What follows belongs to an exercise in optimizing a design on an open flow for small area and a short achievable clock period; a production flow would make more cautious choices. The RTL was checked by simulation tests, not by an equivalence proof against the original design. No activity file was given, so power comes from the tool's default toggle rates.

$ cat flow/flow/run.sh
#!/bin/bash
# The standard layout, with the port buffers made of sky130 buf_4 cells
# (buffer_ports would otherwise pick the slow clkdlybuf4s50_1).
set -euo pipefail
bash standard.sh "BUFFER_PORTS_ARGS=-buffer_cell sky130_fd_sc_hd__buf_4" finish > standard.log 2>&1
$ cat flow/standard.sh
#!/bin/bash
# synth_recipe.tcl (not shown) runs the flow's synth.tcl, then flattens the netlist and writes it again
# the make line also repeats each setting of config.mk as NAME=value (left out here)
make -C /OpenROAD-flow-scripts/flow DESIGN_CONFIG=/design/flow/config.mk WORK_HOME=/design/flow/orfs CLKGATE_MAP_FILE= SYNTH_SCRIPT=/design/flow/synth_recipe.tcl "${@:-finish}"
$ cat flow/config.mk
export PLATFORM = sky130hd
export DESIGN_NAME = Design_Top
export DESIGN_NICKNAME = Design_Top
export VERILOG_FILES = /design/flow/design.v
export SDC_FILE = /design/flow/constraint.sdc
export NUM_CORES = 4
export LEC_CHECK = 0
export ABC_AREA = 1
export CAP_MARGIN = 0
export CORE_MARGIN = 2
export CORE_UTILIZATION = 70
export CTS_BUF_LIST = sky130_fd_sc_hd__clkbuf_16
export CTS_CLUSTER_DIAMETER = 80
export CTS_CLUSTER_SIZE = 30
export SLEW_MARGIN = 0
$ cat flow/constraint.sdc
create_clock -name core_clock -period 35.0 [get_ports {CLK}]
set_input_delay 7.0000 -clock core_clock [delete_from_list [all_inputs] [get_ports {CLK}]]
set_output_delay 7.0000 -clock core_clock [all_outputs]
set_load 0.01 [all_outputs]
$ cat flow/design.v
module Multi_Flop_Synchronizer #(
    parameter NUM_STAGES =2 
) (
    input  wire  async,
    input  wire  clk  ,
    input  wire  en   ,
    input  wire  rst  ,
    output reg   sync
);
reg [NUM_STAGES-2:0] Q  ;
    always @(posedge clk) begin
        if (!rst) begin
            {sync,Q}<='b0;
        end else if (en) begin
            {sync,Q}<={Q[NUM_STAGES-2:0],async};
        end
    end
endmodule
module Multi_Flop_Synchronizer_Multi_bits #(
    parameter NUM_STAGES =2,BUS_WIDTH=5
) (
    input  wire [BUS_WIDTH-1:0] ASYNC,
    input  wire  CLK  ,
    input  wire  EN   ,
    input  wire  RST  ,
    output wire  [BUS_WIDTH-1:0] SYNC
);
genvar i;
    generate
        for (i =0 ;i<=BUS_WIDTH-1; i=i+1 ) begin
            Multi_Flop_Synchronizer #(.NUM_STAGES(NUM_STAGES)) u0  (.async(ASYNC[i]),.clk(CLK),.en(EN),.rst(RST),.sync(SYNC[i])) ;
        end
    endgenerate
endmodule
module Pulse_Gen (
    input  wire Signal_in,
    input  wire clk      ,
    input  wire en       ,
    input  wire rst      ,
    output wire Pulse_out
);
    reg Q;
    always @(posedge clk) begin
        if (!rst) begin
            Q<='b0;
        end else if (en) begin
            Q<=Signal_in;
        end
    end
    assign Pulse_out= ((~Q) & Signal_in);
endmodule
module Data_Sync #(
    parameter NUM_STAGES =2,UNSYNC_BUS_WIDTH=8,BUS_WIDTH=1
) (
    input  wire [UNSYNC_BUS_WIDTH-1:0] Unsync_Bus,
    input  wire                        Enable    ,
    input  wire                        clk       ,
    input  wire                        en        ,
    input  wire                        rst       ,
    output reg  [UNSYNC_BUS_WIDTH-1:0] Sync_Bus  ,
    output reg                         Enable_Pulse              
);
    wire Enable_Sync ;
    wire Pulse_out;
    always @(posedge clk) begin
        if (en && Pulse_out) begin
            Sync_Bus<=Unsync_Bus;
        end 
    end
    always @(posedge clk) begin
        if (!rst) begin
            Enable_Pulse<='b0;
        end else if (en) begin
            Enable_Pulse<=Pulse_out;
        end 
    end
    Multi_Flop_Synchronizer_Multi_bits #(
        .NUM_STAGES (NUM_STAGES ),
        .BUS_WIDTH  (BUS_WIDTH  )
    )
    u_Multi_Flop_Synchronizer_Multi_bits(
    	.ASYNC (Enable ),
        .CLK   (clk   ),
        .EN    (en    ),
        .RST   (rst   ),
        .SYNC  (Enable_Sync  )
    );
    Pulse_Gen u_Pulse_Gen(
    	.Signal_in (Enable_Sync ),
        .clk       (clk       ),
        .en        (en        ),
        .rst       (rst       ),
        .Pulse_out (Pulse_out )
    );
endmodule
module RST_Sync (
    input  wire RST,
    input  wire clk,
    output reg  Sync_RST
);
    reg Q;
    always @(posedge clk or negedge RST) begin
        if (!RST) begin
            Q        <= 1'b0;
            Sync_RST <= 1'b0;
        end else begin
            Q        <= 1'b1;
            Sync_RST <= Q;
        end
    end
endmodule
module Clock_Divider #(
    parameter Division_Limit='d4
) (
    input  wire                      i_ref_clk  ,
    input  wire                      i_rst_n    ,
    input  wire                      i_clk_en   , 
    input  wire [Division_Limit-1:0] i_div_ratio,
    output reg                       o_div_tick
);
reg div_clk,odd_edge_tog;
wire Is_zero,Is_one,Is_odd,clk_en;
wire flip_even,flip_odd;
reg [Division_Limit-1:0] couter;
wire [Division_Limit-1:0] flip_pos,flip_neg;
always @(posedge i_ref_clk) begin
    if (!i_rst_n) begin
        div_clk<='b0;
        couter<='b0;
        odd_edge_tog<='b1;
    end else if (clk_en) begin
        if (flip_even) begin
            div_clk<=~div_clk;
            couter<='b0;
        end else if (flip_odd) begin
            div_clk<=~div_clk;
            couter<='b0;
            odd_edge_tog<=~odd_edge_tog;         
        end else begin
            couter<=couter+1'b1;
        end
    end 
end
assign Is_zero=~|(i_div_ratio);
assign Is_one =(i_div_ratio=='b1);
assign Is_odd =(i_div_ratio[0]=='b1);
assign flip_neg=(i_div_ratio>>1);
assign flip_pos=flip_neg - 1'b1 ;
assign clk_en=i_clk_en & ~Is_zero & ~Is_one;
assign flip_even=(!Is_odd)&&(couter==flip_pos);
assign flip_odd=(Is_odd &&(couter==flip_pos)&&odd_edge_tog) ||(Is_odd && (couter==flip_neg) && !odd_edge_tog);
always @(*) begin
    if (clk_en) begin
        o_div_tick=(!div_clk) && (flip_even || flip_odd);
    end else begin
        o_div_tick=1'b1;
    end
end
endmodule
module Bits_Counter #(
    parameter Counter_Size='d3, Start_Point='d0,Num_of_Bits=3'b111
) (
    input   wire                     clk    ,
    input   wire                     rst    ,
    input   wire                     enable ,
    output  reg [Counter_Size-1:0]   bits_counter,
    output  wire                      finish
);
    always @(posedge clk) begin
        if (!rst) begin
            bits_counter<=Start_Point;
        end else if (enable) begin
            bits_counter<=bits_counter+'b1;
        end
    end
   assign finish=(bits_counter==Num_of_Bits) & enable;
endmodule
module Edge_Bit_Counter #(
    parameter Counter_Size='d5, Start_Point='d0
) (
    input   wire                     clk    ,
    input   wire                     rst    ,
    input   wire                     enable , 
    input   wire [Counter_Size-1:0]  Prescale   ,
    output  reg  [Counter_Size-1:0]  edge_cnt,
    output  reg                     finish
);
wire counter_rst;
    always @(posedge clk) begin
        if (!rst) begin
            edge_cnt<=Start_Point;
        end else if (!counter_rst) begin
            edge_cnt<=Start_Point;
        end else begin
            edge_cnt<=edge_cnt+'b1;
        end
    end
    always @(posedge clk) begin
        if (!rst) begin
            finish<='b0;
        end else if (edge_cnt==Prescale-'d1) begin
            finish<='b1;
        end else begin
            finish<='b0;
        end
    end
    assign counter_rst=(~finish & enable );
endmodule
module Counter_Unit #(
    parameter Counter_Size='d5
) (
    input  wire clk,
    input  wire rst,
    input  wire enable,
    input  wire Data_enable, 
    input  wire [Counter_Size-1:0]  Prescale   ,
    output wire                     Finish_edge,
    output wire                     Finish_data,
    output wire [2:0]               bits_counter,
    output wire [Counter_Size-1:0]  edge_cnt
);
    wire Bits_counter_enable;
    assign Bits_counter_enable= Finish_edge & Data_enable;  
    Bits_Counter  u_Bits_Counter(
    	.clk    (clk    ),
        .rst    (rst    ),
        .enable (Bits_counter_enable ),
        .bits_counter(bits_counter),
        .finish (Finish_data )
    );
    Edge_Bit_Counter  u_Edge_Bit_Counter(
    	.clk      (clk      ),
        .rst      (rst      ),
        .enable   (enable   ),
        .Prescale (Prescale ),
        .edge_cnt (edge_cnt ),
        .finish   (Finish_edge   )
    );
endmodule
module Data_Sampling (
    input  wire                    RX_in   ,
    input  wire                    clk     ,
    input  wire                    rst     ,
    input  wire                    data_samp_en,
    output reg                     sampled_bit
);
reg [2:0] bits;
always @(posedge clk) begin
    if (!rst) begin
        bits<='b0;
    end else if (data_samp_en) begin
        bits<={bits[1:0],RX_in};
    end else begin
        bits<=bits;
    end
end
always @(*) begin
    if (!data_samp_en) begin
        if ((bits[0] & bits[1])||(bits[0] & bits[2])||(bits[2] & bits[1])) begin
            sampled_bit=1'b1;
        end else begin
            sampled_bit=1'b0;
        end
    end else begin
        sampled_bit=1'b0;
    end
end
endmodule
module Deserializer #(
    parameter bits_couner_size='d3 , Data_size='d8
) (
    input  wire sampled_bit,
    input  wire clk        ,
    input  wire rst        , 
    input  wire deser_en   ,
    input  wire [bits_couner_size-1:0] bits_counter, 
    output reg  [Data_size-1:0] Data 
);
always @(posedge clk) begin
    if (!rst) begin
        Data<='b0;
    end else if(deser_en) begin
        Data[bits_counter]<=sampled_bit;
    end
end
endmodule
module Error_Unit (
    input  wire  clk,
    input  wire  rst,
    input  wire  sampled_bit,
    input  wire  Compared_bit,
    input  wire  Enable,
    output  reg  Error
);
    always @(*) begin
        if (!Enable) begin
            Error='b0;
        end else if (sampled_bit!=Compared_bit) begin
            Error='b1;
        end else begin
             Error='b0;
        end
    end
endmodule
module RX_FSM #(parameter Counter_Size='d5) (
    input  wire clk,
    input  wire rst,
    input  wire RX_IN,  
    input  wire PAR_EN,  
    input  wire [1:0] Prescale,
    input  wire bit_cnt,  
    input  wire data_finish_flag, 
    input  wire [Counter_Size-1:0] edge_cnt,  
    input  wire [7:0] P_DATA ,
    input   wire PAR_TYP,
    input   wire Error,
    output  reg Compared_bit,
    output reg counter_en,  
    output reg bits_counter_en,  
    output reg Error_Unit_En,
    output reg data_samp_en,
    output reg deser_en,
    output reg data_valid
);
reg [2:0] CurrentState,NextState;
wire start_first,start_sec,start_third;
reg Rest_data_valid;
reg Error_REG;
reg Out_data_valid;
localparam Idle =3'b000, 
           Start=3'b001,
           Data =3'b011,
           Parity=3'b010,
           Stop=3'b110;
always @(posedge clk) begin
    if (!rst) begin
        CurrentState<=Idle;
    end else begin
        CurrentState<=NextState;
    end 
end           
always @(*) begin
    counter_en='b0;
    Error_Unit_En='b0;
    bits_counter_en='b0;
    deser_en='b0;
    Compared_bit='b0;
    Rest_data_valid='b0;
    Out_data_valid='b0;
    case (CurrentState)
       Idle : begin
        if (!RX_IN) begin
            NextState=Start;
            counter_en='b1;
        end else begin
            NextState=Idle;
            counter_en='b0;
        end
       end
       Start:begin
        Compared_bit='b0;
        Rest_data_valid='b1;
        Error_Unit_En=((Prescale[0]==1'b0)&(edge_cnt>=5'b00110))|((Prescale>=2'b01)&(edge_cnt>=5'b01000)) |((Prescale[1]==1'b1)&(edge_cnt>=5'b01100));
        if (Error) begin
            NextState=Idle;
            counter_en='b0;
        end else begin
            if (!bit_cnt) begin
            NextState=Start;
            counter_en='b1;
        end else begin
            NextState=Data;
            counter_en='b0;
        end
        end
       end
       Data:begin
        deser_en=((Prescale[0]==1'b0)&(edge_cnt>=5'b00110))|((Prescale>=2'b01)&(edge_cnt>=5'b01000)) |((Prescale[1]==1'b1)&(edge_cnt>=5'b01100));
        bits_counter_en='b1;
        if (!data_finish_flag) begin
            NextState=Data;
            counter_en='b1;
            bits_counter_en='b1;
        end else if (!PAR_EN) begin
            NextState=Stop;
            counter_en='b0;
        end else begin
            NextState=Parity;
            counter_en='b0;
        end
       end
       Parity:begin
        Error_Unit_En=((Prescale[0]==1'b0)&(edge_cnt>=5'b00110))|((Prescale>=2'b01)&(edge_cnt>=5'b01000)) |((Prescale[1]==1'b1)&(edge_cnt>=5'b01100));
        if (!PAR_TYP) begin
            Compared_bit=^P_DATA;
        end else begin
            Compared_bit=~^P_DATA;
        end
        if (!bit_cnt) begin
            NextState=Parity;
            counter_en='b1;
        end else begin
            NextState=Stop;
            counter_en='b0;
        end
       end
       Stop:begin
        Compared_bit='b1;
        Error_Unit_En=((Prescale[0]==1'b0)&(edge_cnt>=5'b00110))|((Prescale>=2'b01)&(edge_cnt>=5'b01000)) |((Prescale[1]==1'b1)&(edge_cnt>=5'b01100));
        if (!bit_cnt) begin
            NextState=Stop;
            counter_en='b1;
        end else  if (!RX_IN) begin 
            NextState=Start;
            counter_en='b0;
            Out_data_valid='b1;
        end else begin
            NextState=Idle;
            Out_data_valid='b1;
            counter_en='b0;
        end
        end
        default: begin
            NextState=Idle;
        end
    endcase
end
always @(posedge clk) begin
    if (!rst) begin
        data_valid<='b0;
    end else if(Out_data_valid) begin
        data_valid<=~Error_REG;
    end else begin
        data_valid<='b0;
    end
end
always @(posedge clk) begin
    if (!rst) begin
        Error_REG<='b0;
    end else if(Rest_data_valid)begin
        Error_REG<='b0;
    end else if (Error_Unit_En)  begin   
        Error_REG<=Error|Error_REG;
    end
end
always @(*) begin
    if (start_first || start_sec || start_third) begin
        data_samp_en='b1;
    end else begin
        data_samp_en='b0;
    end
end
assign start_first=(Prescale[0]==1'b0)&((edge_cnt==5'b00010)|(edge_cnt==5'b00011)|(edge_cnt==5'b00100));
assign start_sec=(Prescale==2'b01)&((edge_cnt==5'b00100)|(edge_cnt==5'b00101)|(edge_cnt==5'b00110));
assign start_third=(Prescale[1]==1'b1)&((edge_cnt==5'b01000)|(edge_cnt==5'b01001)|(edge_cnt==5'b01010));    
endmodule
module RX #(
    parameter Counter_Size='d5, Start_Point='d1
) (
    input  wire                    clk_Top     ,
    input  wire                    rst_Top     ,
    input  wire                    RX_IN_Top   ,
    input  wire [Counter_Size-1:0] Prescale_Top,
    input  wire                    PAR_EN_TOP  ,
    input  wire                    PAR_TYP_Top ,
    output wire                    Data_Valid_Top,
    output wire [7:0]              P_Data_Top
);
wire bit_cnt_Top;  
wire [Counter_Size-1:0] edge_cnt_Top;  
wire enable_Top;  
wire par_err_Top,start_err_Top,stop_err_Top;  
wire par_check_en_Top,start_check_en_Top,stop_check_en_Top;  
wire data_samp_en_Top;  
wire deser_en_Top,deser_en_FSM_Top;  
wire sampled_bit_Top;
wire data_finish_flag_Top,bits_counter_en_Top;
wire [2:0] bits_counter_Top;
wire Compared_bit_Top,Error_Unit_En_Top,Error_Top;
RX_FSM u_RX_FSM(
    .clk              (clk_Top              ),
    .rst              (rst_Top              ),
    .RX_IN            (RX_IN_Top            ),
    .PAR_EN           (PAR_EN_TOP           ),
    .Prescale         (Prescale_Top[4:3]          ),
    .bit_cnt          (bit_cnt_Top          ),
    .data_finish_flag (data_finish_flag_Top ),
    .edge_cnt         (edge_cnt_Top         ),
    .P_DATA           (P_Data_Top           ),  
    .PAR_TYP          (PAR_TYP_Top          ),  
    .Error            (Error_Top            ),
    .Compared_bit     (Compared_bit_Top     ),
    .counter_en       (enable_Top       ),
    .bits_counter_en  (bits_counter_en_Top  ),
    .Error_Unit_En    (Error_Unit_En_Top    ), 
    .data_samp_en     (data_samp_en_Top     ),
    .deser_en         (deser_en_FSM_Top         ),
    .data_valid       (Data_Valid_Top       )
);
Error_Unit u_Error_Unit(
    .clk          (clk_Top          ),
    .rst          (rst_Top          ),
    .sampled_bit  (sampled_bit_Top  ),
    .Compared_bit (Compared_bit_Top ),
    .Enable       (Error_Unit_En_Top       ),
    .Error        (Error_Top        )
);
Counter_Unit u_Counter_Unit(
    .clk         (clk_Top         ),
    .rst         (rst_Top         ),
    .enable      (enable_Top       ),
    .Data_enable (bits_counter_en_Top ),
    .Prescale    (Prescale_Top    ),
    .Finish_edge (bit_cnt_Top ),
    .Finish_data (data_finish_flag_Top ),
    .bits_counter(bits_counter_Top),
    .edge_cnt    (edge_cnt_Top    )
);
    Data_Sampling  u_Data_Sampling(
    	.RX_in        (RX_IN_Top        ),
        .clk          (clk_Top          ),
        .rst          (rst_Top          ),
        .data_samp_en (data_samp_en_Top ),
        .sampled_bit  (sampled_bit_Top  )
    );
Deserializer u_Deserializer(
    .sampled_bit  (sampled_bit_Top  ),
    .clk          (clk_Top          ),
    .rst          (rst_Top          ),
    .deser_en     (deser_en_FSM_Top),  
    .bits_counter (bits_counter_Top ),
    .Data         (P_Data_Top         )
);
endmodule
module UART_TX_Top (
    input  wire       clk,
    input  wire       tick,
    input  wire       RST,
    input  wire [7:0] P_Data_UART,
    input  wire       Data_Valid_UART,
    input  wire       Par_En_UART,
    input  wire       Par_Type_UART,
    output wire       TX_Out_UART,
    output wire       Busy_UART
);
localparam Idle  = 2'b00,
           Start = 2'b01,
           Data  = 2'b11,
           Parity= 2'b10;
reg  [1:0] Current_State, Next_State, State_N;
reg  [2:0] Counter;
reg  [7:0] Data_Reg;    
reg        Par_Bit;
reg  [7:0] Data_N;
reg        Par_N;
reg        Out_N;
wire Ser_En   = (Current_State == Data);
wire Ser_Done = (Counter == 3'b111);
assign Busy_UART = (Current_State != Idle);
always @(*) begin
    case (Current_State)
        Idle:    Next_State = Data_Valid_UART ? Start : Idle;
        Start:   Next_State = Data;
        Data:    Next_State = Ser_Done ? (Par_En_UART ? Parity : Idle) : Data;
        default: Next_State = Data_Valid_UART ? Start : Idle;
    endcase
end
always @(*) begin
    State_N = tick ? Next_State : Current_State;
    if (!tick)
        Data_N = Data_Reg;
    else if (Data_Valid_UART)
        Data_N = P_Data_UART;
    else if (Ser_En)
        Data_N = Data_Reg >> 1;
    else
        Data_N = Data_Reg;
    Par_N = tick ? (Par_Type_UART ? ~^P_Data_UART : ^P_Data_UART) : Par_Bit;
    case (State_N)
        Idle:    Out_N = 1'b1;
        Start:   Out_N = 1'b0;
        Data:    Out_N = Data_N[0];
        default: Out_N = Par_N;
    endcase
end
always @(posedge clk) begin
    if (!RST) begin
        Current_State <= Idle;
        Counter       <= 3'b0;
    end else begin
        Current_State <= State_N;
        if (tick)
            Counter <= Ser_En ? Counter + 1'b1 : 3'b0;
    end
end
reg TX_Out_Inv;
always @(posedge clk or negedge RST) begin
    if (!RST)
        TX_Out_Inv <= 1'b0;
    else
        TX_Out_Inv <= ~Out_N;
end
assign TX_Out_UART = ~TX_Out_Inv;
always @(posedge clk) begin
    Data_Reg <= Data_N;
    Par_Bit  <= Par_N;
end
endmodule
module ALU (
    input  wire        clk      ,
    input  wire        Gate_En  ,
    input  wire        rst      ,
    input  wire [7:0]  Operand_A,
    input  wire [7:0]  Operand_B,
    input  wire [3:0]  ALU_Fun  ,
    input  wire        Enable   ,
    input  wire        Restart  ,
    output wire [7:0]  ALU_Lo_N ,
    output reg  [7:0]  ALU_Hi   ,
    output reg         Out_Valid,
    output reg         Clearing ,
    output reg  [3:0]  Eng_Cnt
);
reg  [7:0] R, Q;    
reg  [7:0] H, L;    
wire       clr   = Restart | (Eng_Cnt == 4'd15);
wire       run   = ~Eng_Cnt[3];
wire       a_bit = Operand_A[~Eng_Cnt[2:0]];
wire       b_bit = Operand_B[Eng_Cnt[2:0]];
wire [8:0] T     = {R, a_bit};
wire [9:0] D     = {1'b0, T} - {2'b0, Operand_B};
wire       ge    = ~D[9];
wire [8:0] S     = {1'b0, H} + (b_bit ? {1'b0, Operand_A} : 9'd0);
always @(posedge clk) begin
    if (!rst) begin
        Eng_Cnt  <= 4'd15;
        Clearing <= 1'b1;
    end else begin
        if (Restart || Eng_Cnt == 4'd15)
            Eng_Cnt <= 4'd0;
        else if (run)
            Eng_Cnt <= Eng_Cnt + 1'b1;
        if (Eng_Cnt == 4'd7)
            Clearing <= 1'b0;
    end
end
always @(posedge clk) begin
    if (clr) begin
        R <= 8'd0;
        H <= 8'd0;
    end else if (run) begin
        R <= ge ? D[7:0] : T[7:0];
        Q <= {Q[6:0], ge};
        H <= S[8:1];
        L <= {S[0], L[7:1]};
    end
end
wire       sub  = |ALU_Fun;
wire [8:0] sum  = {1'b0, Operand_A} + {1'b0, Operand_B ^ {8{sub}}} + {8'd0, sub};
wire [7:0] x    = Operand_A ^ Operand_B;
wire [7:0] a    = Operand_A & Operand_B;
wire [7:0] o    = Operand_A | Operand_B;
wire       eq   = ~|x;
wire       lt   = ~sum[8];
wire       gt   = sum[8] & ~eq;
wire       bz   = ~|Operand_B;
reg [7:0] lo, hi;
always @(*) begin
    lo = 8'd0;
    hi = 8'd0;
    case (ALU_Fun)
        4'd0:  begin lo = sum[7:0]; hi = {7'd0, sum[8]}; end
        4'd1:  begin lo = sum[7:0]; hi = {8{~sum[8]}}; end
        4'd2:  begin lo = L; hi = H; end
        4'd3:  lo = bz ? 8'd0 : Q;
        4'd4:  lo = a;
        4'd5:  lo = o;
        4'd6:  begin lo = ~a; hi = 8'hFF; end
        4'd7:  begin lo = ~o; hi = 8'hFF; end
        4'd8:  lo = x;
        4'd9:  begin lo = ~x; hi = 8'hFF; end
        4'd10: lo = {7'd0, eq};
        4'd11: lo = {7'd0, gt};
        4'd12: lo = {7'd0, lt};
        4'd13: lo = {1'b0, Operand_A[7:1]};
        4'd14: begin lo = {Operand_A[6:0], 1'b0}; hi = {7'd0, Operand_A[7]}; end
        default: ;
    endcase
end
assign ALU_Lo_N = Enable ? lo : 8'd0;
always @(posedge clk) begin
    if (Gate_En)
        ALU_Hi <= Enable ? hi : 8'd0;
end
always @(posedge clk) begin
    if (!rst)
        Out_Valid <= 1'b0;
    else
        Out_Valid <= Enable;
end
endmodule
module REG_File (
    input  wire        clk         , 
    input  wire        rst         ,
    input  wire [3:0]  Rd_Address  ,
    input  wire [15:0] Row_We      ,
    input  wire        RdEn        ,
    input  wire [7:0]  WrData      ,
    input  wire [15:0] Clr_Row     ,
    input  wire        Clearing    ,
    output wire [7:0]  RdData_N    ,
    output reg         RdData_Valid,
    output wire [7:0]  REG0_ALU_A  ,
    output wire [7:0]  REG1_ALU_B  ,
    output wire [6:0]  REG2_UART   ,
    output wire [3:0]  REG3_DIV  
);
    wire [7:0]  Wr_Val = Clearing ? 8'd0 : WrData;
    wire [7:0]  Row [0:15];
    reg  [7:0]  Cfg2, Cfg3;
    genvar k;
    generate
        for (k = 0; k < 16; k = k + 1) begin : g_row
            if (k == 2 || k == 3) begin : g_rst
                assign Row[k] = (k == 2) ? Cfg2 : Cfg3;
            end else begin : g_nrst
                reg [7:0] Data;
                always @(posedge clk) begin
                    if (Row_We[k] || Clr_Row[k])
                        Data <= Wr_Val;
                end
                assign Row[k] = Data;
            end
        end
    endgenerate
    always @(posedge clk) begin
        if (!rst) begin
            Cfg2 <= 8'h1C;
            Cfg3 <= 8'h08;
        end else begin
            if (Row_We[2]) Cfg2 <= WrData;
            if (Row_We[3]) Cfg3 <= WrData;
        end
    end
    always @(posedge clk) begin
        if (!rst)
            RdData_Valid <= 1'b0;
        else
            RdData_Valid <= RdEn;
    end
    assign RdData_N   = Row[Rd_Address];
    assign REG0_ALU_A = Row[0];
    assign REG1_ALU_B = Row[1];
    assign REG2_UART  = Cfg2[6:0];
    assign REG3_DIV   = Cfg3[3:0];
endmodule
module RX_Controler (
    input  wire        clk        ,
    input  wire        rst        ,
    output wire        ALU_Enable ,
    output wire        CLK_Gate_En,
    output wire [15:0] Row_We     ,
    output wire        REG_RdEn   ,
    input  wire [7:0]  Rx_P_Data  ,
    input  wire        RX_Valid
);
localparam Idle         = 3'b000,
           REG_Wr_Add   = 3'b001,
           REG_Wr_Data  = 3'b011,
           REG_Rd_Add   = 3'b010,
           ALU_Wr_A     = 3'b110,
           ALU_Wr_B     = 3'b100,
           ALU_Fun_State= 3'b101;
reg [2:0] Current_State, Next_State;
reg [3:0] Saved_Data;    
wire In_Wr_Add  = (Current_State == REG_Wr_Add);
wire In_Wr_Data = (Current_State == REG_Wr_Data);
wire In_Wr_A    = (Current_State == ALU_Wr_A);
wire In_Wr_B    = (Current_State == ALU_Wr_B);
wire In_Fun     = (Current_State == ALU_Fun_State);
wire Cmd_DD     = (Rx_P_Data == 8'hDD);
assign REG_RdEn    = RX_Valid && (Current_State == REG_Rd_Add);
assign ALU_Enable  = RX_Valid && In_Fun;
assign CLK_Gate_En = RX_Valid && ((Current_State == Idle && Cmd_DD) || In_Wr_B || In_Fun);
genvar k;
generate
    for (k = 0; k < 16; k = k + 1) begin : g_we
        assign Row_We[k] = RX_Valid && ((In_Wr_Data && Saved_Data == k) ||
                                        (k == 0 && In_Wr_A) || (k == 1 && In_Wr_B));
    end
endgenerate
always @(posedge clk) begin
    if (!rst)
        Current_State <= Idle;
    else
        Current_State <= Next_State;
end
always @(posedge clk) begin
    if (RX_Valid && In_Wr_Add)
        Saved_Data <= Rx_P_Data[3:0];
end
always @(*) begin
    Next_State = Current_State;
    case (Current_State)
        Idle: begin
            if (RX_Valid) begin
                case (Rx_P_Data)
                    8'hAA:   Next_State = REG_Wr_Add;
                    8'hBB:   Next_State = REG_Rd_Add;
                    8'hCC:   Next_State = ALU_Wr_A;
                    8'hDD:   Next_State = ALU_Fun_State;
                    default: Next_State = Idle;
                endcase
            end
        end
        REG_Wr_Add:    if (RX_Valid) Next_State = REG_Wr_Data;
        REG_Wr_Data:   if (RX_Valid) Next_State = Idle;
        REG_Rd_Add:    if (RX_Valid) Next_State = Idle;
        ALU_Wr_A:      if (RX_Valid) Next_State = ALU_Wr_B;
        ALU_Wr_B:      if (RX_Valid) Next_State = ALU_Fun_State;
        ALU_Fun_State: if (RX_Valid) Next_State = Idle;
        default:       Next_State = Idle;
    endcase
end
endmodule
module Tx_Controler #(
    parameter Data_width ='d8,ALU_Output_Data_width='d16
) (
    input  wire                     clk         ,
    input  wire                     rst         ,
    input  wire [Data_width-1:0]    ALU_Hi      ,
    input  wire                     ALU_Valid   ,
    input  wire [Data_width-1:0]    Shared_Lo   ,    
    input  wire                     REG_Rd_Valid,
    input  wire                    Tx_Busy      ,
    output reg  [Data_width-1:0]   Tx_P_Data    ,
    output reg                     Tx_Valid     ,
    output wire                    In_REG_Packet,
    output wire                    In_ALU_Packet_1
); 
wire [1:0] Flags;
assign Flags={REG_Rd_Valid,ALU_Valid};
reg [2:0] Current_State,Next_State;
localparam Idle ='b000 ,
           REG_Packet='b001,
           ALU_Packet_1='b011,
           Wait='b010,
           ALU_Packet_2='b110;
assign In_REG_Packet   = (Current_State == REG_Packet);
assign In_ALU_Packet_1 = (Current_State == ALU_Packet_1);
always @(posedge clk) begin
    if (!rst) begin
        Current_State<=Idle;
    end else begin
        Current_State<=Next_State;
    end
end
always @(*) begin
   Tx_Valid='b0;
   Tx_P_Data='b0;
   case (Current_State)
    Idle:begin 
        if (!Tx_Busy) begin
            case (Flags)
            'b10:Next_State=REG_Packet;
            'b01: Next_State=ALU_Packet_1;
            default:Next_State=Idle; 
        endcase
        end else begin
            Next_State=Idle;
        end
    end 
    REG_Packet:begin
        Tx_Valid='b1;
        Tx_P_Data=Shared_Lo;
        if (Tx_Busy) begin
           Next_State=Idle; 
        end else begin
            Next_State=REG_Packet;
        end
    end
    ALU_Packet_1:begin
        Tx_Valid='b1;
        Tx_P_Data=Shared_Lo;
        if (Tx_Busy) begin
           Next_State=Wait; 
        end else begin
            Next_State=ALU_Packet_1;
        end
    end
    Wait:begin
        if (!Tx_Busy) begin
            Next_State=ALU_Packet_2; 
        end else begin
            Next_State=Wait;
        end
    end
    ALU_Packet_2:begin
        Tx_Valid='b1;
        Tx_P_Data=ALU_Hi;
        if (Tx_Busy) begin
           Next_State=Idle; 
        end else begin
            Next_State=ALU_Packet_2;
        end
    end
    default: Next_State=Idle; 
   endcase
end
endmodule
module Design_Top (
    input  wire    CLK     ,
    input  wire    RST     , 
    input  wire    RX_IN   ,
    output wire    TX_OUT 
);
wire Sync_RST;
RST_Sync u_RST_Sync (
    .RST      (RST      ),
    .clk      (CLK      ),
    .Sync_RST (Sync_RST )
);
wire       RX_Valid_Top;
wire [7:0] Rx_P_Data_Top;
wire [6:0] REG2_UART_Config_Top;
wire [3:0] REG3_DIV_Top;
RX u_RX1(
    .clk_Top        (CLK                         ),
    .rst_Top        (Sync_RST                    ),
    .RX_IN_Top      (RX_IN                       ),
    .Prescale_Top   (REG2_UART_Config_Top[6:2]   ),
    .PAR_EN_TOP     (REG2_UART_Config_Top[0]     ),
    .PAR_TYP_Top    (REG2_UART_Config_Top[1]     ),
    .Data_Valid_Top (RX_Valid_Top                ),
    .P_Data_Top     (Rx_P_Data_Top               )
);
reg [2:0] RX_Valid_Dly;
always @(posedge CLK) begin
    if (!Sync_RST)
        RX_Valid_Dly <= 3'b0;
    else
        RX_Valid_Dly <= {RX_Valid_Dly[1:0], RX_Valid_Top};
end
wire RX_Valid_Syn = RX_Valid_Dly[2];
wire        ALU_Enable_Top, CLK_Gate_En_Top;
wire        ALU_Out_Valid_Top;
wire [15:0] Row_We;
wire        REG_RdEn_Top;
RX_Controler u_RX_Controler(
    .clk         (CLK               ),
    .rst         (Sync_RST          ),
    .ALU_Enable  (ALU_Enable_Top    ),
    .CLK_Gate_En (CLK_Gate_En_Top   ),
    .Row_We      (Row_We            ),
    .REG_RdEn    (REG_RdEn_Top      ),
    .Rx_P_Data   (Rx_P_Data_Top     ),
    .RX_Valid    (RX_Valid_Syn      )
);
wire       REG_Rd_Valid_Top;
wire [7:0] REG_RdData_N;
wire [7:0] Operand_A_Top, Operand_B_Top;
wire       Clearing;
wire [3:0] Eng_Cnt;
wire [15:0] Clr_Row;
genvar k;
generate
    for (k = 0; k < 16; k = k + 1) begin : g_clr
        if (k < 2)
            assign Clr_Row[k] = Clearing && (Eng_Cnt == 4'd15);
        else if (k < 4)
            assign Clr_Row[k] = 1'b0;
        else if (k < 12)
            assign Clr_Row[k] = Clearing && (Eng_Cnt == k - 4);
        else
            assign Clr_Row[k] = Clearing && (Eng_Cnt == k - 12);
    end
endgenerate
REG_File u_REG_File(
    .clk          (CLK              ),
    .rst          (Sync_RST         ),
    .Rd_Address   (Rx_P_Data_Top[3:0]),
    .Row_We       (Row_We           ),
    .RdEn         (REG_RdEn_Top     ),
    .WrData       (Rx_P_Data_Top    ),
    .Clr_Row      (Clr_Row          ),
    .Clearing     (Clearing         ),
    .RdData_N     (REG_RdData_N     ),
    .RdData_Valid (REG_Rd_Valid_Top ),
    .REG0_ALU_A   (Operand_A_Top    ),
    .REG1_ALU_B   (Operand_B_Top    ),
    .REG2_UART    (REG2_UART_Config_Top),
    .REG3_DIV     (REG3_DIV_Top     )
);
wire [7:0] ALU_Lo_N;
wire [7:0] ALU_Hi;
ALU u_ALU(
    .clk       (CLK               ),
    .Gate_En   (CLK_Gate_En_Top   ),
    .rst       (Sync_RST          ),
    .Operand_A (Operand_A_Top     ),
    .Operand_B (Operand_B_Top     ),
    .ALU_Fun   (Rx_P_Data_Top[3:0]),
    .Enable    (ALU_Enable_Top    ),
    .Restart   (Row_We[0] | Row_We[1]),
    .ALU_Lo_N  (ALU_Lo_N          ),
    .ALU_Hi    (ALU_Hi            ),
    .Out_Valid (ALU_Out_Valid_Top ),
    .Clearing  (Clearing          ),
    .Eng_Cnt   (Eng_Cnt           )
);
wire       In_REG_Packet, In_ALU_Packet_1;
reg  [7:0] Shared_Lo;
always @(posedge CLK) begin
    if (REG_RdEn_Top && !In_ALU_Packet_1)
        Shared_Lo <= REG_RdData_N;
    else if (CLK_Gate_En_Top && !In_REG_Packet)
        Shared_Lo <= ALU_Lo_N;
end
wire       Tx_Busy_Top, Tx_Busy_UnSyn;
wire       Tx_Valid_Top_UnSyn;
wire [7:0] Tx_P_Data_Top_UnSyn;
Tx_Controler u_Tx_Controler(
    .clk          (CLK                 ),
    .rst          (Sync_RST            ),
    .ALU_Hi       (ALU_Hi              ),
    .ALU_Valid    (ALU_Out_Valid_Top   ),
    .Shared_Lo    (Shared_Lo           ),
    .REG_Rd_Valid (REG_Rd_Valid_Top    ),
    .Tx_Busy      (Tx_Busy_Top         ),
    .Tx_P_Data    (Tx_P_Data_Top_UnSyn ),
    .Tx_Valid     (Tx_Valid_Top_UnSyn  ),
    .In_REG_Packet   (In_REG_Packet    ),
    .In_ALU_Packet_1 (In_ALU_Packet_1  )
);
Multi_Flop_Synchronizer u_Busy_Syn(
    .async (Tx_Busy_UnSyn ),
    .clk   (CLK           ),
    .en    (1'b1          ),
    .rst   (Sync_RST      ),
    .sync  (Tx_Busy_Top   )
);
wire       TX_TICK;
wire       TX_IN_V_Top_Syn;
wire [7:0] TX_IN_P_Top_Syn;
Clock_Divider u_Clock_Divider(
    .i_ref_clk   (CLK          ),
    .i_rst_n     (Sync_RST     ),
    .i_clk_en    (1'b1         ),
    .i_div_ratio (REG3_DIV_Top ),
    .o_div_tick  (TX_TICK      )
);
Data_Sync u_Tx_Data_Syn(
    .Unsync_Bus   (Tx_P_Data_Top_UnSyn ),
    .Enable       (Tx_Valid_Top_UnSyn  ),
    .clk          (CLK                 ),
    .en           (TX_TICK             ),
    .rst          (Sync_RST            ),
    .Sync_Bus     (TX_IN_P_Top_Syn     ),
    .Enable_Pulse (TX_IN_V_Top_Syn     )
);
UART_TX_Top u_UART_TX_Top1(
    .clk             (CLK                     ),
    .tick            (TX_TICK                 ),
    .RST             (Sync_RST                ),
    .P_Data_UART     (TX_IN_P_Top_Syn         ),
    .Data_Valid_UART (TX_IN_V_Top_Syn         ),
    .Par_En_UART     (REG2_UART_Config_Top[0] ),
    .Par_Type_UART   (REG2_UART_Config_Top[1] ),
    .TX_Out_UART     (TX_OUT                  ),
    .Busy_UART       (Tx_Busy_UnSyn           )
);
endmodule
==> qor.json, run 1 <==
{
  "final_layout": {
    "layout_nets": 1512,
    "layout.cells.most_common": "sky130_fd_sc_hd__nand2_1",
    "layout_common_cells": "295 x sky130_fd_sc_hd__nand2_1, 163 x sky130_fd_sc_hd__edfxtp_1, 159 x sky130_fd_sc_hd__inv_1, 103 x sky130_fd_sc_hd__nor2_1, 102 x sky130_fd_sc_hd__a21oi_1",
    "synthToLayoutAreaGrowth_pct": 4.89,
    "nFillCells": 1375,
    "drive_gt1_share_pct": 5.56,
    "antennaDiodeCount": 0
  },
  "critical_path": {
    "reg2reg_slack_ps": 31430,
    "r2r_cells": 7,
    "critPathRequiredTime_ps": 28000,
    "regToRegStartpoint": "u_RX1.u_Deserializer.Data[3]",
    "cp_class": "reg -> out",
    "critPathCapture": "TX_OUT",
    "end_kind": "output pin",
    "critical_path_peak_fanout": 1,
    "cp.arrival_ps": 1010,
    "start_kind": "flip-flop",
    "startpoint": "u_UART_TX_Top1.TX_Out_Inv",
    "reg2reg_to": "Shared_Lo[0]"
  },
  "place": {
    "gp_congestion": 1.03,
    "dpl.hpwl_um": 24300,
    "pre_cts_ws_ps": 27260,
    "buffers_added_on_ports": 3
  },
  "sta": {
    "tightestPinTransition_ps": 1310,
    "finalSetupTns_ps": 0,
    "worst_slack_ps": 26990,
    "skew_ps": 31.5,
    "report.final.slew_viol_count": 0,
    "rsz0062_at_grt": "no",
    "final_period_minus_worst_setup_slack_ps": 8010,
    "setup_violations": 0,
    "worst_slew_margin_rel_pct": 12.6,
    "final.period_utilization_pct": 22.9,
    "final_hold_viol_count": 0,
    "fmaxAchievable_mhz": 125
  },
  "logic_synthesis": {
    "synthArstFlopShare_pct": 1.16,
    "synthDistinctLibCells": 59,
    "postSynthAreaPerCell_um2": 9.20,
    "mappedNetlistArea_um2": 13200,
    "post_synth_edffs": 163,
    "total_nets_after_synthesis": 1514,
    "most_used_flip_flop_cell_after_synthesis": "sky130_fd_sc_hd__edfxtp_1",
    "synth_sequential_area_ratio_pct": 51.6,
    "ffs_latches_synth": 258,
    "ys_warn_count": 18,
    "post_synth_inst_count": 1435
  },
  "route": {
    "route.detailed.drc": 0,
    "drt-pass1-iter-count": 7,
    "wire_per_inst_um": 20.1,
    "num_vias": 10600,
    "drtIter0Drc": 1276,
    "viasPerCell": 6.31,
    "drt-total-wl_um": 33600,
    "drt.antenna.violating_nets": 0
  },
  "global_route": {
    "grtUsageTotal_pct": 33.5,
    "grt_pass1_wl_um": 51800,
    "number_of_global_route_vias_before_repair": 9774,
    "grt_start_max_net_pins": 48,
    "globalRouteOverflowTotal": 0,
    "grt_antenna_before_repair": 1
  },
  "outcome": {
    "status": "finished clean"
  },
  "die": {
    "die_y_um": 141,
    "die_w_um": 141,
    "core.rowCount": 50,
    "start_util_pct": 71.0,
    "die_outline_area_um2": 20000,
    "boundaryPins": 4,
    "core_um2": 18600
  },
  "clocking": {
    "clkSinkCount": 258,
    "clock_latency_ps": 520,
    "htree_num_levels": 1,
    "tritoncts": "built",
    "ctsResizeCount": 0,
    "cts-hold-fix-buffers": 0,
    "cts.clk_slew.worst_paths_ps": 110,
    "master_cell_of_the_clock_root_buffer": "sky130_fd_sc_hd__clkbuf_16",
    "cts_buffers": 13,
    "cts.repair_timing.setup_buffer_count": 0,
    "cts_max_path_buffers": 3
  },
  "power_and_ir_drop": {
    "power_leakage_nw": 5.55,
    "power.density_cell_area_nw_per_um2": 58.1,
    "power.ir.vdd_worst_mv": 0.0727
  },
  "worst_hold_path": {
    "timing.hold.worst.class": "reg -> async"
  },
  "job": {
    "max_cap_violations": 0
  }
}
[report_power, final]
| part | total (mW) | switching [mW] | internal (mW) | leakage, nW |
|---|---|---|---|---|
| logic | 0.245 | 0.163 | 0.0819 | 2.97 |
| registers | 0.388 | 0.0326 | 0.355 | 2.38 |
| clock network | 0.171 | 0.0992 | 0.0720 | 0.205 |
[stage by stage]
stage	utilization [%]	cell area, um2	hold slack (ps)	std cells	power, mW
5_1_grt	74.5	13800	375	1674	0.842
3_3_place_gp	72.4	13400	298	1652	0.625
3_5_place_dp	72.4	13400	318	1652	0.631
4_1_cts	74.5	13800	345	1674	0.798
6_report	74.5	13800	338	1674	0.804
2_1_floorplan	-	13200	4.40	1435	0.566
[layout make-up]
class	instances	area, um2	share of cell area (%)
inverters	166	626	4.52
repair buffers	14	105	0.759
clock buffers	13	325	2.35
flip-flops and latches	258	6810	49.2
well taps	234	293	2.11
multi-input cells	980	5610	40.5
clock inverters	9	70.1	0.506
[synthesized netlist by cell type, types with 11 or more instances]
cell | count | area (um2)
sky130_fd_sc_hd__o211ai_1 | 12 | 90.1
sky130_fd_sc_hd__a31oi_1 | 13 | 81.3
sky130_fd_sc_hd__a221oi_1 | 11 | 96.3
sky130_fd_sc_hd__ha_1 | 73 | 913
sky130_fd_sc_hd__o21ai_0 | 98 | 490
sky130_fd_sc_hd__xnor2_1 | 13 | 114
sky130_fd_sc_hd__edfxtp_1 | 163 | 4890
sky130_fd_sc_hd__nor2_1 | 103 | 387
sky130_fd_sc_hd__o22ai_1 | 16 | 100
sky130_fd_sc_hd__inv_1 | 155 | 582
sky130_fd_sc_hd__a21oi_1 | 102 | 510
sky130_fd_sc_hd__a22o_1 | 16 | 140
sky130_fd_sc_hd__dfxtp_1 | 92 | 1840
sky130_fd_sc_hd__buf_2 | 13 | 65.1
sky130_fd_sc_hd__nand2_2 | 17 | 106
sky130_fd_sc_hd__nand4_1 | 29 | 181
sky130_fd_sc_hd__nor3_1 | 14 | 70.1
sky130_fd_sc_hd__xor2_1 | 19 | 166
sky130_fd_sc_hd__nand2_1 | 295 | 1110
sky130_fd_sc_hd__nand3_1 | 69 | 345
sky130_fd_sc_hd__clkbuf_1 | 14 | 52.6
[per-layer routing]
| metal | track usage (%) | share of wire [%] | vias up |
|---|---|---|---|
| li1 | - | - | 4978 |
| met1 | 44.7 | 40 | 4954 |
| met2 | 54.7 | 46 | 525 |
| met3 | 6.28 | 9.6 | 109 |
| met4 | 13.6 | 4.3 | 0 |
| met5 | 0 | 0 | - |
[critical path: stages (launching register included)]
cell and delay [ps]:
sky130_fd_sc_hd__dfrtp_1 370, sky130_fd_sc_hd__inv_1 50, sky130_fd_sc_hd__buf_4 100
[cells by family (layout without fill, tap and decap cells)]
group	after synthesis	after routing	synth area share, %
DFF	258	258	51.6
buffers and inverters	197	202	5.92
other	1	1	0.0284
adders and majority gates	76	76	7.38
AOI/OAI and AO/OA	313	313	14.3
and+or+nand+nor	558	558	18.7
xor gates and xnor gates	32	32	2.12
[sequential cells by signal (all words and copies together), names as in the netlist, 4 cells and up, named ones only]
name / count
u_ALU.R: 8
u_REG_File.Cfg2: 8
u_ALU.H: 8
u_REG_File.g_row.g_nrst.Data: 112
u_ALU.L: 8
u_ALU.Q: 8
u_Clock_Divider.couter: 4
u_ALU.ALU_Hi: 8
Shared_Lo: 8
u_Tx_Data_Syn.Sync_Bus: 8
u_REG_File.Cfg3: 8
u_RX1.u_Counter_Unit.u_Edge_Bit_Counter.edge_cnt: 5
u_RX1.u_Deserializer.Data: 8
u_ALU.Eng_Cnt: 4
u_UART_TX_Top1.Data_Reg: 8
u_RX_Controler.Saved_Data: 4
[worst min path at each step]
stage,startpoint,to,slack (ps),cells after the start
after global placement,u_RST_Sync.Sync_RST,u_UART_TX_Top1.TX_Out_Inv,300,1
after CTS,u_RST_Sync.Sync_RST,u_UART_TX_Top1.TX_Out_Inv,340,1
after floorplan,u_RST_Sync.Sync_RST,u_UART_TX_Top1.TX_Out_Inv,4,0
after detailed placement,u_RST_Sync.Sync_RST,u_UART_TX_Top1.TX_Out_Inv,320,1
after global routing,u_RST_Sync.Q,u_RST_Sync.Sync_RST,380,0
final,u_RST_Sync.Sync_RST,u_UART_TX_Top1.TX_Out_Inv,340,1
==> run 2, diff against run 1 <==
--- a/flow/config.mk
+++ b/flow/config.mk
@@ -9,7 +9,7 @@
 export CAP_MARGIN = 0
 export CORE_MARGIN = 2
-export CORE_UTILIZATION = 70
-export CTS_BUF_LIST = sky130_fd_sc_hd__clkbuf_16
-export CTS_CLUSTER_DIAMETER = 80
-export CTS_CLUSTER_SIZE = 30
+export CORE_UTILIZATION = 55
+export CTS_BUF_LIST = sky130_fd_sc_hd__clkbuf_8
+export CTS_CLUSTER_DIAMETER = 60
+export CTS_CLUSTER_SIZE = 20
 export SLEW_MARGIN = 0
==> run 2 against run 1 <==
  * Non-clock buffer count down 5
  * Power up 6.7%
  * Still clean on timing, DRC and antenna
  * Highest routed layer unchanged
  * Critical path type unchanged
  * Clock skew up 17 ps
  * Synthesized cell count unchanged
==> qor.json, run 2 <==
{
  "clocking": {
    "htree_num_levels": {"value": 1, "change": "unchanged"},
    "tritoncts": "built",
    "clock_latency": {"value": 590, "unit": "ps", "change": "+70 ps"},
    "cts_buffers": {"value": 25, "change": "+12"},
    "ctsResizeCount": {"value": 0, "change": "unchanged"},
    "master_cell_of_the_clock_root_buffer": "sky130_fd_sc_hd__clkbuf_8",
    "clkSinkCount": {"value": 258, "change": "unchanged"},
    "cts.clk_slew.worst_paths": {"value": 80, "unit": "ps", "change": "-30 ps"},
    "cts_max_path_buffers": {"value": 3, "change": "unchanged"},
    "cts-hold-fix-buffers": {"value": 0, "change": "unchanged"},
    "cts.repair_timing.setup_buffer_count": {"value": 0, "change": "unchanged"}
  },
  "die": {
    "die_outline_area": {"value": 25300, "unit": "um2", "change": "+26%"},
    "boundaryPins": {"value": 4, "change": "unchanged"},
    "core": {"value": 23500, "unit": "um2", "change": "+27%"},
    "core.rowCount": {"value": 56, "change": "+12%"},
    "start_util": {"value": 56.1, "unit": "%", "change": "-15 points"},
    "die_w": {"value": 159, "unit": "um", "change": "+12%"},
    "die_y": {"value": 159, "unit": "um", "change": "+12%"}
  },
  "sta": {
    "final_hold_viol_count": {"value": 0, "change": "unchanged"},
    "fmaxAchievable": {"value": 124, "unit": "MHz", "change": "-0.56%"},
    "setup_violations": {"value": 0, "change": "unchanged"},
    "tightestPinTransition": {"value": 1180, "unit": "ps", "change": "-129 ps"},
    "final_period_minus_worst_setup_slack": {"value": 8060, "unit": "ps", "change": "+44.8 ps"},
    "skew": {"value": 48.2, "unit": "ps", "change": "+16.8 ps"},
    "final.period_utilization": {"value": 23.0, "unit": "%", "change": "+0.13 points"},
    "report.final.slew_viol_count": {"value": 0, "change": "unchanged"},
    "worst_slew_margin_rel": {"value": 21.3, "unit": "%", "change": "+8.6 points"},
    "rsz0062_at_grt": "no",
    "finalSetupTns": {"value": 0, "unit": "ps", "change": "unchanged"}
  },
  "logic_synthesis": {
    "synth_sequential_area_ratio": {"value": 51.6, "unit": "%", "change": "unchanged"},
    "yosys-top-cells-area": "sky130_fd_sc_hd__edfxtp_1 37%, sky130_fd_sc_hd__dfxtp_1 14%, sky130_fd_sc_hd__nand2_1 8.4%",
    "post_synth_most_frequent_cells": "295 x sky130_fd_sc_hd__nand2_1, 163 x sky130_fd_sc_hd__edfxtp_1, 155 x sky130_fd_sc_hd__inv_1",
    "yosys.cell_count.top_type": "sky130_fd_sc_hd__nand2_1",
    "synth.top_cell.area_share": {"value": 37.1, "unit": "%", "change": "unchanged"},
    "post_synth_edffs": {"value": 163, "change": "unchanged"},
    "ys_warn_count": {"value": 18, "change": "unchanged"},
    "post_synth_inst_count": {"value": 1435, "change": "unchanged"},
    "yosys.area.top_type": "sky130_fd_sc_hd__edfxtp_1",
    "ffs_latches_synth": {"value": 258, "change": "unchanged"},
    "synthArstFlopShare": {"value": 1.16, "unit": "%", "change": "unchanged"},
    "most_used_flip_flop_cell_after_synthesis": "sky130_fd_sc_hd__edfxtp_1",
    "mappedNetlistArea": {"value": 13200, "unit": "um2", "change": "unchanged"},
    "synthDistinctLibCells": {"value": 59, "change": "unchanged"},
    "postSynthAreaPerCell": {"value": 9.20, "unit": "um2", "change": "unchanged"},
    "total_nets_after_synthesis": {"value": 1514, "change": "unchanged"}
  },
  "power_and_ir_drop": {
    "p_sw": {"value": 321, "unit": "uW", "change": "+9.0%"},
    "power.density_cell_area": {"value": 60.5, "unit": "nW/um2", "change": "+4.3%"},
    "p_seq_share": {"value": 45.3, "unit": "%", "change": "-3.0 points"},
    "power.share.switching": {"value": 37.4, "unit": "%", "change": "+0.80 points"},
    "power_leakage": {"value": 5.64, "unit": "nW", "change": "+1.5%"},
    "internal-power": {"value": 536, "unit": "uW", "change": "+5.3%"},
    "power.ir.vdd_worst": {"value": 0.0484, "unit": "mV", "change": "-33%"},
    "power_frac_comb": {"value": 28.4, "unit": "%", "change": "-2.0 points"},
    "p_clk_share": {"value": 26.3, "unit": "%", "change": "+5.0 points"}
  },
  "route": {
    "drtIter0Drc": {"value": 1063, "change": "-17%"},
    "drt.antenna.violating_nets": {"value": 0, "change": "unchanged"},
    "route.detailed.drc": {"value": 0, "change": "unchanged"},
    "wire_per_inst": {"value": 20.1, "unit": "um", "change": "-0.15%"},
    "drt-pass1-iter-count": {"value": 5, "change": "-2"},
    "drt-total-wl": {"value": 35700, "unit": "um", "change": "+6.0%"},
    "viasPerCell": {"value": 5.80, "change": "-8.1%"},
    "num_vias": {"value": 10300, "change": "-2.5%"}
  },
  "final_layout": {
    "largest_register_ffs": {"value": 112, "change": "unchanged"},
    "drive_gt1_share": {"value": 7.06, "unit": "%", "change": "+1.5 points"},
    "synthToLayoutAreaGrowth_pct": 7.29,
    "largest-register": "u_REG_File.g_row.g_nrst.Data",
    "antennaDiodeCount": {"value": 0, "change": "unchanged"},
    "layout_nets": {"value": 1519, "change": "+0.46%"},
    "area_of_the_multi_input_gates": {"value": 5620, "unit": "um2", "change": "about the same"},
    "nFillCells": {"value": 2086, "change": "+52%"},
    "layout_common_cells": "295 x sky130_fd_sc_hd__nand2_1, 163 x sky130_fd_sc_hd__edfxtp_1, 155 x sky130_fd_sc_hd__inv_1, 103 x sky130_fd_sc_hd__nor2_1, 102 x sky130_fd_sc_hd__a21oi_1",
    "seq_area": {"value": 6810, "unit": "um2", "change": "unchanged"},
    "fin_util": {"value": 60.1, "unit": "%", "change": "-14 points"},
    "layout.cells.most_common": "sky130_fd_sc_hd__nand2_1"
  },
  "critical_path": {
    "critPathRequiredTime": {"value": 28000, "unit": "ps", "change": "about the same"},
    "critical_path_peak_fanout": {"value": 1, "change": "unchanged"},
    "start_kind": "flip-flop",
    "reg2reg_slack": {"value": 31390, "unit": "ps", "change": "-40 ps"},
    "cp_class": "reg -> out",
    "cp.arrival": {"value": 1060, "unit": "ps", "change": "+50 ps"},
    "end_kind": "output pin"
  },
  "global_route": {
    "grt_pass1_wl": {"value": 56400, "unit": "um", "change": "+8.7%"},
    "grt_antenna_before_repair": {"value": 0, "change": "-1"},
    "number_of_global_route_vias_before_repair": {"value": 9731, "change": "-0.44%"},
    "grtUsageTotal": {"value": 28.3, "unit": "%", "change": "-5.2 points"},
    "grt_start_max_net_pins": {"value": 48, "change": "unchanged"},
    "globalRouteOverflowTotal": {"value": 0, "change": "unchanged"}
  },
  "job": {
    "max_cap_violations": {"value": 0, "change": "unchanged"}
  },
  "worst_hold_path": {
    "timing.hold.worst.class": "reg -> async"
  },
  "place": {
    "dpl.hpwl": {"value": 25700, "unit": "um", "change": "+5.8%"},
    "gp_congestion": {"value": 0.968, "change": "-6.0%"},
    "buffers_added_on_ports": {"value": 3, "change": "unchanged"}
  },
  "outcome": {
    "status": "finished clean"
  }
}
## run 2: layer usage
metal | vias up | global-route usage (%) | wire, um
met5 | - | 0 | 0
met4 | 0 | 8.76 | 1200
met3 | 68 | 3.45 | 2580
met2 | 399 | 44.9 | 16000
met1 | 4834 | 41.1 | 15900
li1 | 5006 | - | -
## run 2: layout make-up
| type | count | share of cell area, % |
|---|---|---|
| repair buffers | 9 | 0.477 |
| multi-input cells | 980 | 39.7 |
| inverters | 166 | 4.42 |
| well taps | 319 | 2.82 |
| flip-flops and latches | 258 | 48.1 |
| clock buffers | 25 | 2.43 |
| clock inverters | 20 | 2.08 |
## run 2: logic make-up after synthesis
logic type,count (synthesis),share of synthesized area (%)
AOI/OAI and AO/OA,313,14.3
xor gates and xnor gates,32,2.12
and+or+nand+nor,558,18.7
adders and majority gates,76,7.38
DFF,258,51.6
buffers and inverters,197,5.92
other,1,0.0284
## run 2: per-stage QoR
step	power, mW	hold slack [ps]	setup WS, ps	area (um2)	std cells
3_5_place_dp	0.633	320	27250	13500	1732
2_1_floorplan	0.566	4.40	27390	13200	1435
3_3_place_gp	0.632	320	27260	13500	1732
4_1_cts	0.857	339	26900	14200	1777
5_1_grt	0.908	361	26900	14200	1777
6_report	0.857	325	26940	14200	1777
## run 2: final timing paths
kind / start / to / depth (start not counted)
max reg2reg: u_RX1.u_Deserializer.Data[3] / Shared_Lo[4] / 7
max in group asynchronous: RST / u_RST_Sync.Sync_RST / 1
max: u_UART_TX_Top1.TX_Out_Inv / TX_OUT / 2
min in group core_clock: u_RX1.u_RX_FSM.data_valid / RX_Valid_Dly[0] / 2
min: u_RST_Sync.Sync_RST / u_UART_TX_Top1.TX_Out_Inv / 1
min reg2reg: u_RST_Sync.Sync_RST / u_UART_TX_Top1.TX_Out_Inv / 1
## run 2: power groups by stage
stage,registers [mW],logic (mW),clock network (mW)
floorplan,0.378,0.188,0
global placement,0.394,0.238,0
detailed placement,0.394,0.239,0
CTS,0.387,0.241,0.230
global route,0.391,0.277,0.240
finish,0.388,0.244,0.226
## run 2: worst max-delay path, cell delays in order, from the launching register on
cell                      delay (ps)
sky130_fd_sc_hd__dfrtp_1         360
sky130_fd_sc_hd__inv_1            50
sky130_fd_sc_hd__buf_4           100
==> run 3, diff against run 2 <==
==> flow/flow/run.sh (replaced) <==
#!/bin/bash
# The standard layout, with the port buffers made of sky130 buf_4 cells
# (buffer_ports would otherwise pick the slow clkdlybuf4s50_1), and timing
# repair asked to keep a larger setup margin.
set -euo pipefail
bash standard.sh "BUFFER_PORTS_ARGS=-buffer_cell sky130_fd_sc_hd__buf_4" "SETUP_SLACK_MARGIN=27.6" finish > standard.log 2>&1
--- a/flow/config.mk
+++ b/flow/config.mk
@@ -10,6 +10,6 @@
 export CORE_MARGIN = 2
 export CORE_UTILIZATION = 55
-export CTS_BUF_LIST = sky130_fd_sc_hd__clkbuf_8
-export CTS_CLUSTER_DIAMETER = 60
-export CTS_CLUSTER_SIZE = 20
+export CTS_BUF_LIST = sky130_fd_sc_hd__clkbuf_16
+export CTS_CLUSTER_DIAMETER = 80
+export CTS_CLUSTER_SIZE = 30
 export SLEW_MARGIN = 0
==> run 3 against run 2 <==
  * Still clean
  * Via count fell by 0.19%
  * Critical path depth unchanged
  * First-iteration DRC count increased by 13%
  * Design area is 1.0% lower
  * Core utilization down 0.60 points
  * Critical endpoint unchanged
  * Largest power group unchanged
==> qor.json, run 3 <==
{
  "outcome": {
    "status": "finished clean"
  },
  "final_layout": {
    "synthToLayoutAreaGrowth_pct": 6.22,
    "layout_common_cells": "295 x sky130_fd_sc_hd__nand2_1, 163 x sky130_fd_sc_hd__edfxtp_1, 155 x sky130_fd_sc_hd__inv_1, 103 x sky130_fd_sc_hd__nor2_1, 102 x sky130_fd_sc_hd__a21oi_1",
    "layout_nets": {"value": 1508, "change": "-0.72%"},
    "fin_util": {"value": 59.5, "unit": "%", "change": "-0.60 points"},
    "layout.cells.most_common": "sky130_fd_sc_hd__nand2_1",
    "drive_gt1_share": {"value": 5.71, "unit": "%", "change": "-1.4 points"},
    "antennaDiodeCount": {"value": 0, "change": "unchanged"},
    "largest-register": "u_REG_File.g_row.g_nrst.Data",
    "largest_register_ffs": {"value": 112, "change": "unchanged"}
  },
  "logic_synthesis": {
    "mappedNetlistArea": {"value": 13200, "unit": "um2", "change": "unchanged"},
    "most_used_flip_flop_cell_after_synthesis": "sky130_fd_sc_hd__edfxtp_1",
    "yosys.area.top_type": "sky130_fd_sc_hd__edfxtp_1",
    "synthArstFlopShare": {"value": 1.16, "unit": "%", "change": "unchanged"},
    "ys_warn_count": {"value": 18, "change": "unchanged"},
    "synthDistinctLibCells": {"value": 59, "change": "unchanged"},
    "yosys-top-cells-area": "sky130_fd_sc_hd__edfxtp_1 37%, sky130_fd_sc_hd__dfxtp_1 14%, sky130_fd_sc_hd__nand2_1 8.4%",
    "post_synth_inst_count": {"value": 1435, "change": "unchanged"},
    "post_synth_edffs": {"value": 163, "change": "unchanged"},
    "ffs_latches_synth": {"value": 258, "change": "unchanged"},
    "synth.top_cell.area_share": {"value": 37.1, "unit": "%", "change": "unchanged"},
    "post_synth_most_frequent_cells": "295 x sky130_fd_sc_hd__nand2_1, 163 x sky130_fd_sc_hd__edfxtp_1, 155 x sky130_fd_sc_hd__inv_1",
    "total_nets_after_synthesis": {"value": 1514, "change": "unchanged"},
    "synth_sequential_area_ratio": {"value": 51.6, "unit": "%", "change": "unchanged"},
    "yosys.cell_count.top_type": "sky130_fd_sc_hd__nand2_1",
    "postSynthAreaPerCell": {"value": 9.20, "unit": "um2", "change": "unchanged"}
  },
  "critical_path": {
    "cp_class": "reg -> out",
    "timing.critical_path.cells": "inv_2 -> buf_6",
    "start_kind": "flip-flop",
    "cpLargestDelayFamily": "flip-flops",
    "reg2reg_slack": {"value": 31510, "unit": "ps", "change": "+120 ps"},
    "cp.arrival": {"value": 1000, "unit": "ps", "change": "-60 ps"},
    "critical_path_peak_fanout": {"value": 1, "change": "unchanged"},
    "critPathRequiredTime": {"value": 28000, "unit": "ps", "change": "about the same"},
    "slowest_delay": {"value": 380, "unit": "ps", "change": "+20 ps"},
    "startpoint": "u_UART_TX_Top1.TX_Out_Inv",
    "critical_path.n_buffers_inverters": {"value": 2, "change": "unchanged"},
    "end_kind": "output pin",
    "crit_path_top_delay_cell": "sky130_fd_sc_hd__dfrtp_1",
    "regToRegStartpoint": "u_RX1.u_Deserializer.Data[3]"
  },
  "power_and_ir_drop": {
    "power.density_cell_area": {"value": 58.7, "unit": "nW/um2", "change": "-3.0%"},
    "power_leakage": {"value": 5.56, "unit": "nW", "change": "-1.3%"},
    "power.ir.vdd_worst": {"value": 0.0543, "unit": "mV", "change": "+12%"}
  },
  "place": {
    "buffers_added_on_ports": {"value": 3, "change": "unchanged"},
    "dpl.hpwl": {"value": 25600, "unit": "um", "change": "-0.51%"},
    "gp_congestion": {"value": 0.985, "change": "+1.8%"}
  },
  "sta": {
    "setup_violations": {"value": 0, "change": "unchanged"},
    "rsz0062_at_grt": "yes",
    "final.period_utilization": {"value": 22.9, "unit": "%", "change": "-0.16 points"},
    "report.final.slew_viol_count": {"value": 0, "change": "unchanged"},
    "worst_slew_margin_rel": {"value": 15.3, "unit": "%", "change": "-6.0 points"},
    "fmaxAchievable": {"value": 125, "unit": "MHz", "change": "+0.68%"},
    "final_period_minus_worst_setup_slack": {"value": 8000, "unit": "ps", "change": "-54.3 ps"},
    "finalSetupTns": {"value": 0, "unit": "ps", "change": "unchanged"},
    "final_hold_viol_count": {"value": 0, "change": "unchanged"},
    "skew": {"value": 31.0, "unit": "ps", "change": "-17.2 ps"},
    "tightestPinTransition": {"value": 1270, "unit": "ps", "change": "+89.2 ps"}
  },
  "die": {
    "die_outline_area": {"value": 25300, "unit": "um2", "change": "unchanged"},
    "start_util": {"value": 56.1, "unit": "%", "change": "unchanged"},
    "die_y": {"value": 159, "unit": "um", "change": "unchanged"},
    "die_w": {"value": 159, "unit": "um", "change": "unchanged"},
    "core": {"value": 23500, "unit": "um2", "change": "unchanged"},
    "boundaryPins": {"value": 4, "change": "unchanged"},
    "core.rowCount": {"value": 56, "change": "unchanged"}
  },
  "clocking": {
    "clock_latency": {"value": 510, "unit": "ps", "change": "-80 ps"},
    "cts.clk_slew.worst_paths": {"value": 100, "unit": "ps", "change": "+20 ps"},
    "cts.repair_timing.setup_buffer_count": {"value": 0, "change": "unchanged"},
    "htree_num_levels": {"value": 1, "change": "unchanged"},
    "cts_buffers": {"value": 14, "change": "-44%"},
    "cts_max_path_buffers": {"value": 3, "change": "unchanged"},
    "master_cell_of_the_clock_root_buffer": "sky130_fd_sc_hd__clkbuf_16",
    "cts-hold-fix-buffers": {"value": 0, "change": "unchanged"},
    "tritoncts": "built",
    "clkSinkCount": {"value": 258, "change": "unchanged"}
  },
  "route": {
    "route.detailed.drc": {"value": 0, "change": "unchanged"},
    "wire_per_inst": {"value": 20.0, "unit": "um", "change": "-0.45%"},
    "viasPerCell": {"value": 5.86, "change": "+1.0%"},
    "drt.antenna.violating_nets": {"value": 0, "change": "unchanged"},
    "num_vias": {"value": 10300, "change": "-0.19%"},
    "drt-pass1-iter-count": {"value": 6, "change": "+1"},
    "drtIter0Drc": {"value": 1198, "change": "+13%"},
    "drt-total-wl": {"value": 35100, "unit": "um", "change": "-1.6%"}
  },
  "global_route": {
    "number_of_global_route_vias_before_repair": {"value": 9559, "change": "-1.8%"},
    "grt_pass1_wl": {"value": 54400, "unit": "um", "change": "-3.4%"},
    "grt_antenna_before_repair": {"value": 0, "change": "unchanged"},
    "globalRouteOverflowTotal": {"value": 0, "change": "unchanged"},
    "grt_start_max_net_pins": {"value": 48, "change": "unchanged"},
    "grtUsageTotal": {"value": 27.5, "unit": "%", "change": "-0.81 points"}
  },
  "job": {
    "max_cap_violations": {"value": 0, "change": "unchanged"}
  },
  "worst_hold_path": {
    "timing.hold.worst.class": "reg -> async"
  }
}
[run 3: cell counts after synthesis]
No cell type changed its count.
[run 3: cell families (layout without fill, tap and decap cells)]
family,after synthesis,count (layout),share of synthesized area [%]
flip-flops,258,258,51.6
buffers and inverters,197,199,5.92
AND/OR/NAND/NOR,558,558,18.7
adder cells (fa/ha/maj),76,76,7.38
AO/OA/AOI/OAI,313,313,14.3
other,1,1,0.0284
XOR/XNOR,32,32,2.12
[run 3: metal layers]
metal | wire length (um) | part of all wire (%) | vias up | GRT usage [%]
met2 | 15600 | 44 | 388 | 43.8
met4 | 1310 | 3.7 | 0 | 9.38
li1 | - | - | 4976 | -
met3 | 2590 | 7.4 | 81 | 4.13
met5 | 0 | 0 | - | 0
met1 | 15600 | 44 | 4842 | 38.9
[run 3: area by class of cell]
| type | instances | area, um2 |
|---|---|---|
| Clock buffer | 15 | 375 |
| Clock inverter | 9 | 96.3 |
| Fill cell | 2124 | 9520 |
| Inverter | 166 | 638 |
| Multi-Input combinational cell | 980 | 5630 |
| Sequential cell | 258 | 6810 |
| Tap cell | 319 | 399 |
| Timing Repair Buffer | 9 | 71.3 |
[run 3: worst reg2reg max path, cell delays in order, from the launching register on]
cell                      delay (ps)
sky130_fd_sc_hd__dfxtp_1         550
sky130_fd_sc_hd__ha_1            340
sky130_fd_sc_hd__nand2_1         210
sky130_fd_sc_hd__inv_1           460
sky130_fd_sc_hd__nand3_1         260
sky130_fd_sc_hd__o41ai_2         870
sky130_fd_sc_hd__o31ai_1         190
sky130_fd_sc_hd__nand2_1         310
[run 3: stage by stage]
stage | power [mW] | setup WS (ps) | hold WS [ps] | instance area [um2] | instances
2_1_floorplan | 0.566 | 27430 | 4.40 | 13200 | 1435
3_3_place_gp | 0.634 | 27250 | 311 | 13500 | 1732
3_5_place_dp | 0.636 | 27230 | 305 | 13500 | 1732
4_1_cts | 0.823 | 26990 | 318 | 14000 | 1756
5_1_grt | 0.869 | 26950 | 362 | 14000 | 1756
6_report | 0.823 | 27000 | 303 | 14000 | 1756
[run 3: repair_timing]
item,4_1_cts,5_1_grt
setup endpoints to repair,1,1
resized for setup,1,0
pin swaps,0,0
[run 3: power by group]
group          internal, mW  total (mW)  switching (mW)  leakage, nW
sequential            0.355       0.389          0.0335         2.38
clock                0.0834       0.190           0.106        0.236
combinational        0.0809       0.244           0.163         2.95
total                 0.520       0.823           0.303         5.56
[run 3: worst paths after layout]
kind | endpoint | cells after the start
min | u_UART_TX_Top1.TX_Out_Inv | 1
max reg2reg | Shared_Lo[3] | 7
min reg2reg | u_UART_TX_Top1.TX_Out_Inv | 1
min in group core_clock | u_RST_Sync.Sync_RST | 0
max in group asynchronous | u_RST_Sync.Sync_RST | 1
max | TX_OUT | 2

what the ideal ports hide:
No port has a modelled driver above. Below, the same layouts with a new extraction and two added sets of constraints.
Step 1: set_driving_cell puts a clkbuf_16 on CLK and a buf_2 on each other input, an assumption about the parent block.
Step 2 also shifts input and output timing later by t, the mid clock arrival at the registers, as if the neighbouring blocks saw the same clock.
Slacks: ideal ports / drivers / drivers and shift; pairs: ideal ports / drivers.
run	shift t [ns]	setup slack, ns	latest minus earliest clock arrival (ns)	slew at the worst register clock pin (ns)	worst slew at a driven data input, ns
run 1	0.547	26.987 / 26.940 / 27.251	0.035 / 0.036	0.11 / 0.11	0.03
run 2	0.611	26.942 / 26.898 / 27.233	0.050 / 0.050	0.12 / 0.12	0.03
run 3	0.552	26.997 / 26.943 / 27.223	0.032 / 0.032	0.11 / 0.11	0.03
After both steps setup and hold are still met in every run listed.
